Context: an optimization exercise on an open-source flow, tuned for small area and a short achievable clock period. The choices shown serve that exercise and are no tape-out recipe.
In this exercise RTL edits were held to simulation tests only and were not proved equivalent to the original.

==> 01-26: inputs <==
## mac5
module mac5 #(parameter WIDTH=32)
   (input logic [(WIDTH/2)-1:0] a,
    input logic [(WIDTH/2)-1:0] b,
    input logic               clk, reset,
    output logic [WIDTH-1:0]  out);
Settings: LEC_CHECK=0, ABC_CLOCK_PERIOD_IN_PS=1000, CAP_MARGIN=20, CORE_MARGIN=2, CORE_UTILIZATION=40, SETUP_SLACK_MARGIN=4.5, SLEW_MARGIN=20, SYNTH_HIERARCHICAL=1, SYNTH_MINIMUM_KEEP_SIZE=0; clock period 7.0 ns.
standard.sh (not shown) runs the stock make flow with config.mk's settings and CLKGATE_MAP_FILE= SYNTH_SCRIPT=/design/flow/synth_recipe.tcl, a recipe that flattens the netlist after the stock synthesis.
==> flow/flow/run.sh <==
#!/bin/bash
# Standard layout, with port buffers of a plain buffer cell, sizing not held to
# the cells' footprints, and a clock tree without dummy loads.
bash standard.sh MATCH_CELL_FOOTPRINT=0 \
  BUFFER_PORTS_ARGS="-buffer_cell sky130_fd_sc_hd__buf_1" \
  CTS_ARGS="-sink_clustering_enable -repair_clock_nets -dont_use_dummy_load -sink_clustering_size 30 -sink_clustering_max_diameter 60" \
  finish > standard.log 2>&1
==> inputs of 01-19, as changes to 01-26 <==
==> flow/flow/run.sh (replaced) <==
#!/bin/bash
# Standard layout, with port buffers of a plain buffer cell, sizing not held to
# the cells' footprints, and a clock tree without dummy loads.
bash standard.sh MATCH_CELL_FOOTPRINT=0 \
  BUFFER_PORTS_ARGS="-buffer_cell sky130_fd_sc_hd__buf_1" \
  CTS_ARGS="-sink_clustering_enable -repair_clock_nets -dont_use_dummy_load -sink_clustering_size 30 -sink_clustering_max_diameter 60 -root_buf sky130_fd_sc_hd__clkbuf_16 -buf_list {sky130_fd_sc_hd__clkbuf_4 sky130_fd_sc_hd__clkbuf_8 sky130_fd_sc_hd__clkbuf_16}" \
  finish > standard.log 2>&1
==> inputs of 10-04, as changes to 01-26 <==
==> flow/flow/run.sh (replaced) <==
#!/bin/bash
# Standard layout, with port buffers of a plain buffer cell, sizing not held to
# the cells' footprints, and a clock tree without dummy loads.
bash standard.sh MATCH_CELL_FOOTPRINT=0 \
  BUFFER_PORTS_ARGS="-buffer_cell sky130_fd_sc_hd__buf_1" \
  CTS_ARGS="-sink_clustering_enable -repair_clock_nets -dont_use_dummy_load -sink_clustering_size 24 -sink_clustering_max_diameter 50 -root_buf sky130_fd_sc_hd__clkbuf_16 -buf_list sky130_fd_sc_hd__clkbuf_8" \
  finish > standard.log 2>&1
==> inputs of 11-28, as changes to 01-26 <==
TNS_END_PERCENT = 5   (was not set)
==> impl_metrics.env <==
export IMPL_status="complete, no violations"
export IMPL_comb_power_share_pct=43.9
export IMPL_cp_num_buf_inv=2
export IMPL_cellLeakagePower_nw=4.72
export IMPL_seq_cell_power_mw=2.20
export IMPL_hold_ws_ns=0.324
export IMPL_grt_pass1_vias=7510
export IMPL_rr_worst_depth=9
export IMPL_drtIter0Drc=585
export IMPL_p_clk_uw=744
export IMPL_p_sw_share_pct=37.6
export IMPL_globalplace_congestion=0.876
The numbers above come from 10-04.

==> impl_metrics.env <==
export IMPL_status="complete, no violations"
export IMPL_seq_cell_power_mw=2.21
export IMPL_drtIter0Drc=608
export IMPL_cp_num_buf_inv=0
export IMPL_rr_worst_depth=5
export IMPL_comb_power_share_pct=42.2
export IMPL_globalplace_congestion=0.866
export IMPL_p_clk_uw=889
The numbers above come from 11-28.

==> impl_metrics.env <==
export IMPL_seq_cell_power_mw=2.21
export IMPL_globalplace_congestion=0.876
export IMPL_drtIter0Drc=575
export IMPL_status="complete, no violations"
export IMPL_cellLeakagePower_nw=4.77
export IMPL_cp_num_buf_inv=2
export IMPL_comb_power_share_pct=43.1
export IMPL_hold_ws_ns=0.326
export IMPL_p_sw_share_pct=37.0
export IMPL_grt_pass1_vias=7475
The numbers above come from 01-26.

==> impl_metrics.env <==
export IMPL_status="complete, no violations"
export IMPL_p_sw_share_pct=37.0
export IMPL_postRouteAntennaNets=0
export IMPL_p_clk_uw=860
export IMPL_hold_ws_ns=0.326
export IMPL_drtIter0Drc=575
export IMPL_reg2reg_to="q3_lo7"
export IMPL_rr_worst_depth=9
export IMPL_globalplace_congestion=0.876
export IMPL_comb_power_share_pct=43.1
export IMPL_dp_cells=1353
The numbers above come from 01-19.


==> fjord: inputs <==
mac5, a different RTL version from the one above (not shown whole).
Settings: LEC_CHECK=0, ABC_CLOCK_PERIOD_IN_PS=1000, CAP_MARGIN=20, CORE_MARGIN=2, CORE_UTILIZATION=40, SETUP_SLACK_MARGIN=4.7, SLEW_MARGIN=20, SYNTH_HIERARCHICAL=1, SYNTH_MINIMUM_KEEP_SIZE=0; clock period 7.0 ns.
==> flow/flow/run.sh <==
#!/bin/bash
# Standard layout, with port buffers of a plain buffer cell, sizing not held to
# the cells' footprints, and a clock tree without dummy loads.
bash standard.sh MATCH_CELL_FOOTPRINT=0 \
  BUFFER_PORTS_ARGS="-buffer_cell sky130_fd_sc_hd__buf_2" \
  CTS_ARGS="-sink_clustering_enable -repair_clock_nets -dont_use_dummy_load -sink_clustering_size 30 -sink_clustering_max_diameter 60" \
  finish > standard.log 2>&1
==> indigo: changes against fjord <==
--- a/flow/config.mk
+++ b/flow/config.mk
@@ -9,7 +9,7 @@
 export CAP_MARGIN = 20
 export CORE_MARGIN = 2
 export CORE_UTILIZATION = 40
-export SETUP_SLACK_MARGIN = 4.7
+export SETUP_SLACK_MARGIN = 4.6
 export SLEW_MARGIN = 20
 export SYNTH_HIERARCHICAL = 1
 export SYNTH_MINIMUM_KEEP_SIZE = 0
==> yarrow: changes against fjord <==
--- a/flow/config.mk
+++ b/flow/config.mk
@@ -8,8 +8,8 @@
 export ABC_CLOCK_PERIOD_IN_PS = 1000
 export CAP_MARGIN = 20
 export CORE_MARGIN = 2
-export CORE_UTILIZATION = 40
-export SETUP_SLACK_MARGIN = 4.7
+export CORE_UTILIZATION = 70
+export SETUP_SLACK_MARGIN = 4.5
 export SLEW_MARGIN = 20
 export SYNTH_HIERARCHICAL = 1
 export SYNTH_MINIMUM_KEEP_SIZE = 0
==> reports/metrics.cfg <==
[cts]
clkTransAtPathRegs_ps=60

[worst_setup_path]
ff2ff_path_depth=6
reg2reg_slack_ps=4590

[pwr]
power_frac_comb_pct=43.4
power_w=0.00562
p_int_w=0.00360
power_density_nw_per_um2=405

[cells_and_area]
drive_above_1_share_pct=28.3

[outcome]
outcome=no timing/DRC/antenna violations

[detailed_routing]
vias_per_cell=5.07
drt-wirelength-per-cell_um=18.4

[global_routing]
grt_usage_pct=17.6
use_met1_pct=24.1

[min_path]
hold_end=out[1]$_DFF_P_

(the above is from indigo)
==> reports/metrics.cfg <==
[pwr]
power_frac_comb_pct=44.2
power_density_nw_per_um2=418
power_w=0.00527
p_int_w=0.00330

[cts]
clkTransAtPathRegs_ps=100

[cells_and_area]
drive_above_1_share_pct=15.6

[min_path]
hold_end=out[3]$_DFF_P_

[outcome]
outcome=no timing/DRC/antenna violations

[global_routing]
use_met1_pct=41.3

[worst_setup_path]
reg2reg_slack_ps=4540

[detailed_routing]
drt-wirelength-per-cell_um=20.6
vias_per_cell=6.02

(the above is from yarrow)
==> reports/metrics.cfg <==
[pwr]
p_int_w=0.00370
power_frac_comb_pct=45.6

[min_path]
hold_end=out[2]$_DFF_P_

[cts]
clkTransAtPathRegs_ps=90

[cells_and_area]
drive_above_1_share_pct=33.3

[worst_setup_path]
ff2ff_path_depth=6
reg2reg_slack_ps=4610

[global_routing]
use_met1_pct=24.8
grt_usage_pct=18.5

[outcome]
outcome=no timing/DRC/antenna violations

[detailed_routing]
drt-wirelength-per-cell_um=18.7

(the above is from fjord)

## port drivers added, routing unchanged
No port has a modelled driver above. Below, the same layouts with a new extraction and two added sets of constraints.
Step 1 assumes that a clkbuf_16 drives the clock port and a buf_2 every other input.
Step 2 moves the port delays by t, midway between the first and last clock arrival at a register: inputs arrive t later, outputs are due t later. That takes back most of the time a late clock gives input paths.
Slacks: ideal ports / drivers / drivers and shift; pairs: ideal ports / drivers.
run	t, ns	slack for setup (ns)	clock arrival spread, ns	worst slew at a driven data input, ns	pins driven straight from the clock port
01-26	0.530	4.567 / 4.516 / 4.567	0.059 / 0.059	0.04	1
01-19	0.530	4.567 / 4.516 / 4.567	0.059 / 0.059	0.04	1
10-04	0.516	4.504 / 4.504 / 4.504	0.062 / 0.062	0.04	1
11-28	0.536	4.527 / 4.508 / 4.527	0.045 / 0.045	0.04	1
fjord	0.534	4.609 / 4.581 / 4.609	0.056 / 0.057	0.05	1
indigo	0.527	4.594 / 4.582 / 4.594	0.077 / 0.077	0.05	1
yarrow	0.505	4.539 / 4.510 / 4.539	0.033 / 0.032	0.04	1
After both steps every run listed still meets setup and hold.
